This is an optimization exercise on Yosys and OpenROAD, whose aim is small area, a short achievable clock period and few clock cycles, not a production implementation. Where RTL was checked, it was by simulation tests only, not by an equivalence proof against the original. The clock input has no modelled driver; a real chip could not lean on it and would need a root buffer or a full tree. No activity file was given, so power comes from the tool's default toggle rates.

main:
==> flow/design.v <==
module STI_DAC(clk ,reset, load, pi_data, pi_length, pi_fill, pi_msb, pi_low, pi_end,
	       so_data, so_valid,
	       oem_finish, oem_dataout, oem_addr,
	       odd1_wr, odd2_wr, odd3_wr, odd4_wr, even1_wr, even2_wr, even3_wr, even4_wr);
input		clk, reset;
input		load, pi_msb, pi_low, pi_end;
input	[15:0]	pi_data;
input	[1:0]	pi_length;
input		pi_fill;
output		so_data;
output		so_valid;
output		odd1_wr, odd2_wr, odd3_wr, odd4_wr, even1_wr, even2_wr, even3_wr, even4_wr;
output	reg	oem_finish;
output	[4:0]	oem_addr;
output	[7:0]	oem_dataout;
reg		busy;		 
reg	[2:0]	idx;		 
reg		hi;		 
reg		zero;		 
reg		be;		 
reg		msb_r;		 
reg	[7:0]	shift;		 
reg	[5:0]	pix;		 
reg	[3:1]	bge;		 
reg		wr_odd;		 
reg		wr_even;	 
reg		wr_data;	 
reg		zen;		 
wire off = pi_length[1] & (pi_msb ^ pi_fill);	 
reg zero0, hi0;					 
always @(*) begin
	case (pi_length)
	2'd0: begin zero0 = 1'b0; hi0 = pi_low; end
	2'd1: begin zero0 = 1'b0; hi0 = pi_msb; end
	2'd2: begin zero0 = off; hi0 = off ^ pi_msb; end	 
	default: begin zero0 = off; hi0 = pi_msb; end		 
	endcase
end
wire k1 = hi ^ msb_r;
wire off_r = pi_length[1] & (msb_r ^ pi_fill);
wire last_byte = (pi_length == 2'd0)
	| (~zero & k1 & ((pi_length == 2'd1) | off_r))		 
	| (zero & ~off_r & (pi_length == 2'd2) & ~k1)		 
	| (zero & ~off_r & (pi_length == 2'd3) & k1);		 
wire first_bit = ~zero0 & (pi_msb ? (hi0 ? pi_data[15] : pi_data[7])
				  : (hi0 ? pi_data[8] : pi_data[0]));
wire next_bit = ~zero & pi_data[{hi, idx}];
wire byte_end = be;
wire last = byte_end & last_byte;
always @(posedge clk or posedge reset) begin
	if (reset) begin
		busy <= 1'b0;
		be <= 1'b0;
	end else begin
		busy <= load | (busy & ~last);
		be <= busy & (idx == (msb_r ? 3'd1 : 3'd6));
	end
end
wire [2:0] idx_up = idx + 3'd1;
wire [2:0] idx_dn = idx - 3'd1;
always @(posedge clk) begin
	msb_r <= pi_msb;
	if (load) idx <= pi_msb ? 3'd6 : 3'd1;
	else idx <= msb_r ? idx_dn : idx_up;
	if (load) begin
		zero <= zero0;
		hi <= hi0;
	end else if (byte_end) begin
		zero <= zero ^ k1;
		hi <= ~hi;
	end
	shift <= {shift[6:0], load ? first_bit : next_bit};
end
assign so_data = shift[0];
wire pix_ev = pix[3] ^ pix[0];
wire fill = pi_end & ~bge[1] & ~(wr_odd | wr_even);
wire slot = byte_end | fill;
always @(posedge clk or posedge reset) begin
	if (reset) begin
		pix <= 6'd0;
		bge <= 3'd0;
		wr_odd <= 1'b0;
		wr_even <= 1'b0;
		wr_data <= 1'b0;
		oem_finish <= 1'b0;
	end else begin
		wr_odd <= slot & ~pix_ev;
		wr_even <= slot & pix_ev;
		wr_data <= byte_end;
		bge <= bge | ({bge[2:1], 1'b1} & {3{(wr_odd | wr_even) & (pix == 6'd63)}});
		pix <= pix + {5'd0, wr_odd | wr_even};
		oem_finish <= pi_end & bge[1];
	end
end
always @(posedge clk)
	zen <= ~byte_end & (load | busy | pi_end);
assign odd1_wr  = wr_odd & ~bge[1];
assign even1_wr = wr_even & ~bge[1];
assign odd2_wr  = bge[1] ? wr_odd & ~bge[2] : zen;
assign even2_wr = bge[1] ? wr_even & ~bge[2] : zen;
assign odd3_wr  = bge[2] ? wr_odd & ~bge[3] : zen;
assign even3_wr = bge[2] ? wr_even & ~bge[3] : zen;
assign odd4_wr  = bge[3] ? wr_odd : zen;
assign even4_wr = bge[3] ? wr_even : zen;
assign oem_addr = pix[5:1];
assign so_valid = busy | wr_data;
assign oem_dataout = shift & {8{wr_data}};
endmodule
clock: 4.0 ns
lec_check: 0
cap_margin: 20
core_margin: 2
core_utilization: 40
setup_slack_margin: 2.1
slew_margin: 20
standard.sh (not shown) runs the stock make flow with config.mk's settings and CLKGATE_MAP_FILE= SYNTH_SCRIPT=/design/flow/synth_recipe.tcl, a recipe that flattens the netlist after the stock synthesis.
==> flow/flow/run.sh <==
#!/bin/bash
# Standard synthesis and layout, with plain buf_1 port buffers, free cell
# sizing, and a single clock buffer in place of the clock tree (pre_cts.tcl).
set -euo pipefail
here=$(pwd)
bash standard.sh synth > synth.log 2>&1
bash standard.sh 'BUFFER_PORTS_ARGS=-buffer_cell sky130_fd_sc_hd__buf_1' MATCH_CELL_FOOTPRINT=0 "PRE_CTS_TCL=$here/flow/pre_cts.tcl" finish > layout.log 2>&1
==> flow/flow/pre_cts.tcl <==
# Clock tree: one clkbuf_16, placed at the centre of the registers, drives
# every register's clock pin (the design has about 30 registers). This
# replaces ORFS's two-level H-tree; all registers still see the same clock.
set block [ord::get_db_block]
set clknet [$block findNet clk]
set sinks {}
set sx 0
set sy 0
foreach it [$clknet getITerms] {
  set inst [$it getInst]
  set box [$inst getBBox]
  set sx [expr {$sx + ([$box xMin] + [$box xMax]) / 2}]
  set sy [expr {$sy + ([$box yMin] + [$box yMax]) / 2}]
  lappend sinks $it
}
set n [llength $sinks]
puts "pre_cts: $n clock sinks"
set master [[ord::get_db] findMaster sky130_fd_sc_hd__clkbuf_16]
set buf [odb::dbInst_create $block $master clkbuf_root]
set leaf [odb::dbNet_create $block clknet_root]
$leaf setSigType CLOCK
foreach it $sinks {
  $it disconnect
  $it connect $leaf
}
[$buf findITerm A] connect $clknet
[$buf findITerm X] connect $leaf
$buf setLocation [expr {$sx / $n}] [expr {$sy / $n}]
$buf setPlacementStatus PLACED
set_propagated_clock [all_clocks]
# the tree is built; skip ORFS's clock tree synthesis
proc clock_tree_synthesis {args} { puts "pre_cts: clock_tree_synthesis skipped" }
The flow did not stop early for main: all stages ran, and the layout cleared the timing, DRC and antenna checks.
Input-level comparison between the feature branch and main:
--- a/flow/design.v
+++ b/flow/design.v
@@ -19,12 +19,14 @@
 reg		zero;		 
 reg		be;		 
+reg		lb;		 
 reg		msb_r;		 
 reg	[7:0]	shift;		 
 reg	[5:0]	pix;		 
 reg	[3:1]	bge;		 
+reg	[2:1]	beq;		 
 reg		wr_odd;		 
 reg		wr_even;	 
 reg		wr_data;	 
-reg		zen;		 
+reg		zen_n;		 
 wire off = pi_length[1] & (pi_msb ^ pi_fill);	 
 reg zero0, hi0;					 
@@ -38,14 +40,13 @@
 end
 wire k1 = hi ^ msb_r;
-wire off_r = pi_length[1] & (msb_r ^ pi_fill);
-wire last_byte = (pi_length == 2'd0)
-	| (~zero & k1 & ((pi_length == 2'd1) | off_r))		 
-	| (zero & ~off_r & (pi_length == 2'd2) & ~k1)		 
-	| (zero & ~off_r & (pi_length == 2'd3) & k1);		 
-wire first_bit = ~zero0 & (pi_msb ? (hi0 ? pi_data[15] : pi_data[7])
-				  : (hi0 ? pi_data[8] : pi_data[0]));
+wire next_last = ((pi_length == 2'd1) | off) & ~zero & ~k1		 
+	| (pi_length == 2'd2) & ~off & ~zero & k1			 
+	| (pi_length == 2'd3) & ~off & zero & ~k1;			 
+wire first_bit = pi_msb ? ((pi_length == 2'd0) ? (pi_low ? pi_data[15] : pi_data[7])
+					       : ~(pi_length[1] & ~pi_fill) & pi_data[15])
+			: ((pi_length == 2'd0) ? (pi_low ? pi_data[8] : pi_data[0])
+					       : ~(pi_length[1] & pi_fill) & pi_data[0]);
 wire next_bit = ~zero & pi_data[{hi, idx}];
 wire byte_end = be;
-wire last = byte_end & last_byte;
 always @(posedge clk or posedge reset) begin
 	if (reset) begin
@@ -53,5 +54,5 @@
 		be <= 1'b0;
 	end else begin
-		busy <= load | (busy & ~last);
+		busy <= load | (busy & ~(be & lb));
 		be <= busy & (idx == (msb_r ? 3'd1 : 3'd6));
 	end
@@ -66,7 +67,9 @@
 		zero <= zero0;
 		hi <= hi0;
+		lb <= pi_length == 2'd0;
 	end else if (byte_end) begin
 		zero <= zero ^ k1;
 		hi <= ~hi;
+		lb <= next_last;
 	end
 	shift <= {shift[6:0], load ? first_bit : next_bit};
@@ -80,7 +83,9 @@
 		pix <= 6'd0;
 		bge <= 3'd0;
+		beq <= 2'd0;
 		wr_odd <= 1'b0;
 		wr_even <= 1'b0;
 		wr_data <= 1'b0;
+		zen_n <= 1'b0;
 		oem_finish <= 1'b0;
 	end else begin
@@ -88,19 +93,21 @@
 		wr_even <= slot & pix_ev;
 		wr_data <= byte_end;
-		bge <= bge | ({bge[2:1], 1'b1} & {3{(wr_odd | wr_even) & (pix == 6'd63)}});
+		zen_n <= byte_end | ~(load | busy | pi_end);
+		if ((wr_odd | wr_even) & (pix == 6'd63)) begin
+			bge <= {bge[2:1], 1'b1};
+			beq <= {beq[1], ~bge[1]};
+		end
 		pix <= pix + {5'd0, wr_odd | wr_even};
 		oem_finish <= pi_end & bge[1];
 	end
 end
-always @(posedge clk)
-	zen <= ~byte_end & (load | busy | pi_end);
 assign odd1_wr  = wr_odd & ~bge[1];
 assign even1_wr = wr_even & ~bge[1];
-assign odd2_wr  = bge[1] ? wr_odd & ~bge[2] : zen;
-assign even2_wr = bge[1] ? wr_even & ~bge[2] : zen;
-assign odd3_wr  = bge[2] ? wr_odd & ~bge[3] : zen;
-assign even3_wr = bge[2] ? wr_even & ~bge[3] : zen;
-assign odd4_wr  = bge[3] ? wr_odd : zen;
-assign even4_wr = bge[3] ? wr_even : zen;
+assign odd2_wr  = wr_odd & beq[1] | ~zen_n & ~bge[1];
+assign even2_wr = wr_even & beq[1] | ~zen_n & ~bge[1];
+assign odd3_wr  = wr_odd & beq[2] | ~zen_n & ~bge[2];
+assign even3_wr = wr_even & beq[2] | ~zen_n & ~bge[2];
+assign odd4_wr  = wr_odd & bge[3] | ~zen_n & ~bge[3];
+assign even4_wr = wr_even & bge[3] | ~zen_n & ~bge[3];
 assign oem_addr = pix[5:1];
 assign so_valid = busy | wr_data;
[summary]
The feature branch finished end to end and its layout was clean on timing, DRC and antenna.
Taking main as the reference, in the feature branch layout overhead on the synthesized area now smaller, number of design-rule violations left by the first detailed-router iteration now larger, via count of the routed design now larger, worst voltage drop across the vdd grid now larger.
Taking main as the reference, in the feature branch setup slack after layout +45 ps, worst relative slew slack -7.0 points.
Function was not checked in any run of this note: the RTL went through the layout flow alone. In every run of this note, the design's own scripts or RTL, not TritonCTS, make the clock network.

* * *

Another version of the RTL of STI_DAC (not shown whole).
Size in the first run: roughly 150 cells after synthesis, about 30 flip-flops, ~1500 um^2 of cells after synthesis.
==> module STI_DAC, before the edit <==
module STI_DAC(clk ,reset, load, pi_data, pi_length, pi_fill, pi_msb, pi_low, pi_end,
	       so_data, so_valid,
	       oem_finish, oem_dataout, oem_addr,
	       odd1_wr, odd2_wr, odd3_wr, odd4_wr, even1_wr, even2_wr, even3_wr, even4_wr);
input		clk, reset;
input		load, pi_msb, pi_low, pi_end;
input	[15:0]	pi_data;
input	[1:0]	pi_length;
input		pi_fill;
output		so_data;
output		so_valid;
output		odd1_wr, odd2_wr, odd3_wr, odd4_wr, even1_wr, even2_wr, even3_wr, even4_wr;
output	reg	oem_finish;
output	[4:0]	oem_addr;
output	[7:0]	oem_dataout;
reg		busy;		 
reg	[2:0]	idx;		 
reg		hi;		 
reg		zero;		 
reg		be;		 
reg		msb_r;		 
reg	[7:0]	shift;		 
reg	[5:0]	pix;		 
reg	[3:1]	bge;		 
reg		wr_odd;		 
reg		wr_even;	 
reg		wr_data;	 
reg		zen;		 
wire off = pi_length[1] & (pi_msb ^ pi_fill);	 
reg zero0, hi0;					 
always @(*) begin
	case (pi_length)
	2'd0: begin zero0 = 1'b0; hi0 = pi_low; end
	2'd1: begin zero0 = 1'b0; hi0 = pi_msb; end
	2'd2: begin zero0 = off; hi0 = off ^ pi_msb; end	 
	default: begin zero0 = off; hi0 = pi_msb; end		 
	endcase
end
wire k1 = hi ^ pi_msb;
wire last_byte = (pi_length == 2'd0)
	| (~zero & k1 & ((pi_length == 2'd1) | off))		 
	| (zero & ~off & (pi_length == 2'd2) & ~k1)		 
	| (zero & ~off & (pi_length == 2'd3) & k1);		 
wire first_bit = ~zero0 & (pi_msb ? (hi0 ? pi_data[15] : pi_data[7])
				  : (hi0 ? pi_data[8] : pi_data[0]));
wire next_bit = ~zero & pi_data[{hi, idx}];
wire byte_end = be;
wire last = byte_end & last_byte;
always @(posedge clk or posedge reset) begin
	if (reset) begin
		busy <= 1'b0;
		be <= 1'b0;
	end else begin
		busy <= load | (busy & ~last);
		be <= busy & (idx == (msb_r ? 3'd1 : 3'd6));
	end
end
wire [2:0] idx_up = idx + 3'd1;
wire [2:0] idx_dn = idx - 3'd1;
always @(posedge clk) begin
	msb_r <= pi_msb;
	if (load) idx <= pi_msb ? 3'd6 : 3'd1;
	else idx <= msb_r ? idx_dn : idx_up;
	if (load) begin
		zero <= zero0;
		hi <= hi0;
	end else if (byte_end) begin
		zero <= zero ^ k1;
		hi <= ~hi;
	end
	shift <= {shift[6:0], load ? first_bit : next_bit};
end
assign so_data = shift[0];
wire pix_ev = pix[3] ^ pix[0];
wire fill = pi_end & ~bge[1] & ~(wr_odd | wr_even);
wire slot = byte_end | fill;
always @(posedge clk or posedge reset) begin
	if (reset) begin
		pix <= 6'd0;
		bge <= 3'd0;
		wr_odd <= 1'b0;
		wr_even <= 1'b0;
		wr_data <= 1'b0;
		oem_finish <= 1'b0;
	end else begin
		wr_odd <= slot & ~pix_ev;
		wr_even <= slot & pix_ev;
		wr_data <= byte_end;
		bge <= bge | ({bge[2:1], 1'b1} & {3{(wr_odd | wr_even) & (pix == 6'd63)}});
		pix <= pix + {5'd0, wr_odd | wr_even};
		oem_finish <= pi_end & bge[1];
	end
end
always @(posedge clk)
	zen <= ~byte_end & (load | busy | pi_end);
assign odd1_wr  = wr_odd & ~bge[1];
assign even1_wr = wr_even & ~bge[1];
assign odd2_wr  = bge[1] ? wr_odd & ~bge[2] : zen;
assign even2_wr = bge[1] ? wr_even & ~bge[2] : zen;
assign odd3_wr  = bge[2] ? wr_odd & ~bge[3] : zen;
assign even3_wr = bge[2] ? wr_even & ~bge[3] : zen;
assign odd4_wr  = bge[3] ? wr_odd : zen;
assign even4_wr = bge[3] ? wr_even : zen;
assign oem_addr = pix[5:1];
assign so_valid = busy | wr_data;
assign oem_dataout = shift & {8{wr_data}};
endmodule
Settings: LEC_CHECK=0, CAP_MARGIN=20, CORE_MARGIN=2, CORE_UTILIZATION=40, SETUP_SLACK_MARGIN=2.1, SLEW_MARGIN=20; clock period 4.0 ns.
Scripts as last shown in full above: flow/flow/run.sh, flow/flow/pre_cts.tcl
Testbench counts at the start, summed over its fixed seeds: cycles 10,845.
Then changed:
--- a/flow/design.v
+++ b/flow/design.v
@@ -18,14 +18,14 @@
 reg		hi;		 
 reg		zero;		 
 reg		be;		 
-reg		msb_r;		 
 reg	[7:0]	shift;		 
 reg	[5:0]	pix;		 
 reg	[3:1]	bge;		 
+reg	[2:1]	beq;		 
 reg		wr_odd;		 
 reg		wr_even;	 
 reg		wr_data;	 
-reg		zen;		 
+reg		zen_n;		 
 wire off = pi_length[1] & (pi_msb ^ pi_fill);	 
 reg zero0, hi0;					 
 always @(*) begin
@@ -52,15 +52,14 @@
 		be <= 1'b0;
 	end else begin
 		busy <= load | (busy & ~last);
-		be <= busy & (idx == (msb_r ? 3'd1 : 3'd6));
+		be <= busy & (idx == (pi_msb ? 3'd1 : 3'd6));
 	end
 end
 wire [2:0] idx_up = idx + 3'd1;
 wire [2:0] idx_dn = idx - 3'd1;
 always @(posedge clk) begin
-	msb_r <= pi_msb;
 	if (load) idx <= pi_msb ? 3'd6 : 3'd1;
-	else idx <= msb_r ? idx_dn : idx_up;
+	else idx <= pi_msb ? idx_dn : idx_up;
 	if (load) begin
 		zero <= zero0;
 		hi <= hi0;
@@ -78,29 +77,33 @@
 	if (reset) begin
 		pix <= 6'd0;
 		bge <= 3'd0;
+		beq <= 2'd0;
 		wr_odd <= 1'b0;
 		wr_even <= 1'b0;
 		wr_data <= 1'b0;
+		zen_n <= 1'b0;
 		oem_finish <= 1'b0;
 	end else begin
 		wr_odd <= slot & ~pix_ev;
 		wr_even <= slot & pix_ev;
 		wr_data <= byte_end;
-		bge <= bge | ({bge[2:1], 1'b1} & {3{(wr_odd | wr_even) & (pix == 6'd63)}});
+		zen_n <= byte_end | ~(load | busy | pi_end);
+		if ((wr_odd | wr_even) & (pix == 6'd63)) begin
+			bge <= {bge[2:1], 1'b1};
+			beq <= {beq[1], ~bge[1]};
+		end
 		pix <= pix + {5'd0, wr_odd | wr_even};
 		oem_finish <= pi_end & bge[1];
 	end
 end
-always @(posedge clk)
-	zen <= ~byte_end & (load | busy | pi_end);
 assign odd1_wr  = wr_odd & ~bge[1];
 assign even1_wr = wr_even & ~bge[1];
-assign odd2_wr  = bge[1] ? wr_odd & ~bge[2] : zen;
-assign even2_wr = bge[1] ? wr_even & ~bge[2] : zen;
-assign odd3_wr  = bge[2] ? wr_odd & ~bge[3] : zen;
-assign even3_wr = bge[2] ? wr_even & ~bge[3] : zen;
-assign odd4_wr  = bge[3] ? wr_odd : zen;
-assign even4_wr = bge[3] ? wr_even : zen;
+assign odd2_wr  = wr_odd & beq[1] | ~zen_n & ~bge[1];
+assign even2_wr = wr_even & beq[1] | ~zen_n & ~bge[1];
+assign odd3_wr  = wr_odd & beq[2] | ~zen_n & ~bge[2];
+assign even3_wr = wr_even & beq[2] | ~zen_n & ~bge[2];
+assign odd4_wr  = wr_odd & bge[3] | ~zen_n & ~bge[3];
+assign even4_wr = wr_even & bge[3] | ~zen_n & ~bge[3];
 assign oem_addr = pix[5:1];
 assign so_valid = busy | wr_data;
 assign oem_dataout = shift & {8{wr_data}};
What happened: Wire length climbs by 9.9%; design area climbs by 2.2%; synthesized cell count climbs by 4.7%; final cell count climbs by 1.7%; synthesized area climbs by 4.3%; power climbs by 8.1%; first-iteration DRC count climbs by 56%; utilization barely changes; worst setup slack is better by 37 ps; critical path depth drops by 1; clock power climbs by about 3%; global-route usage climbs by 1.3 points; combinational power climbs by 13%; sequential cell count climbs by 1.
Testbench counts after the change, summed over its fixed seeds: cycles 10,845.
In every run of this note, the design's own scripts or RTL, not TritonCTS, make the clock network.

static timing again, ports no longer ideal:
How much do the figures lean on ideal ports? The routed layouts below were timed once more, with nothing changed but the port constraints.
Step 1 assumes that a clkbuf_16 drives the clock port and a buf_2 every other input.
Step 2 moves the port delays by t, midway between the first and last clock arrival at a register: inputs arrive t later, outputs are due t later. That takes back most of the time a late clock gives input paths.
Slacks: ideal ports / drivers / drivers and shift; pairs: ideal ports / drivers.
| run | shift t [ns] | setup slack, ns | worst slew at a driven data input, ns |
|---|---|---|---|
| main | 0.200 | 2.137 / 2.105 / 1.974 | 0.03 |
| the feature branch | 0.198 | 2.183 / 2.165 / 1.991 | 0.03 |
| the first run of note 2 | 0.194 | 2.153 / 2.122 / 2.015 | 0.03 |
| the second run of note 2 | 0.197 | 2.190 / 2.160 / 2.002 | 0.03 |
After both steps every run listed still meets setup and hold. For the feature branch, which loses most, drivers alone change the setup slack by -0.018 ns; drivers and shift together by -0.192 ns.
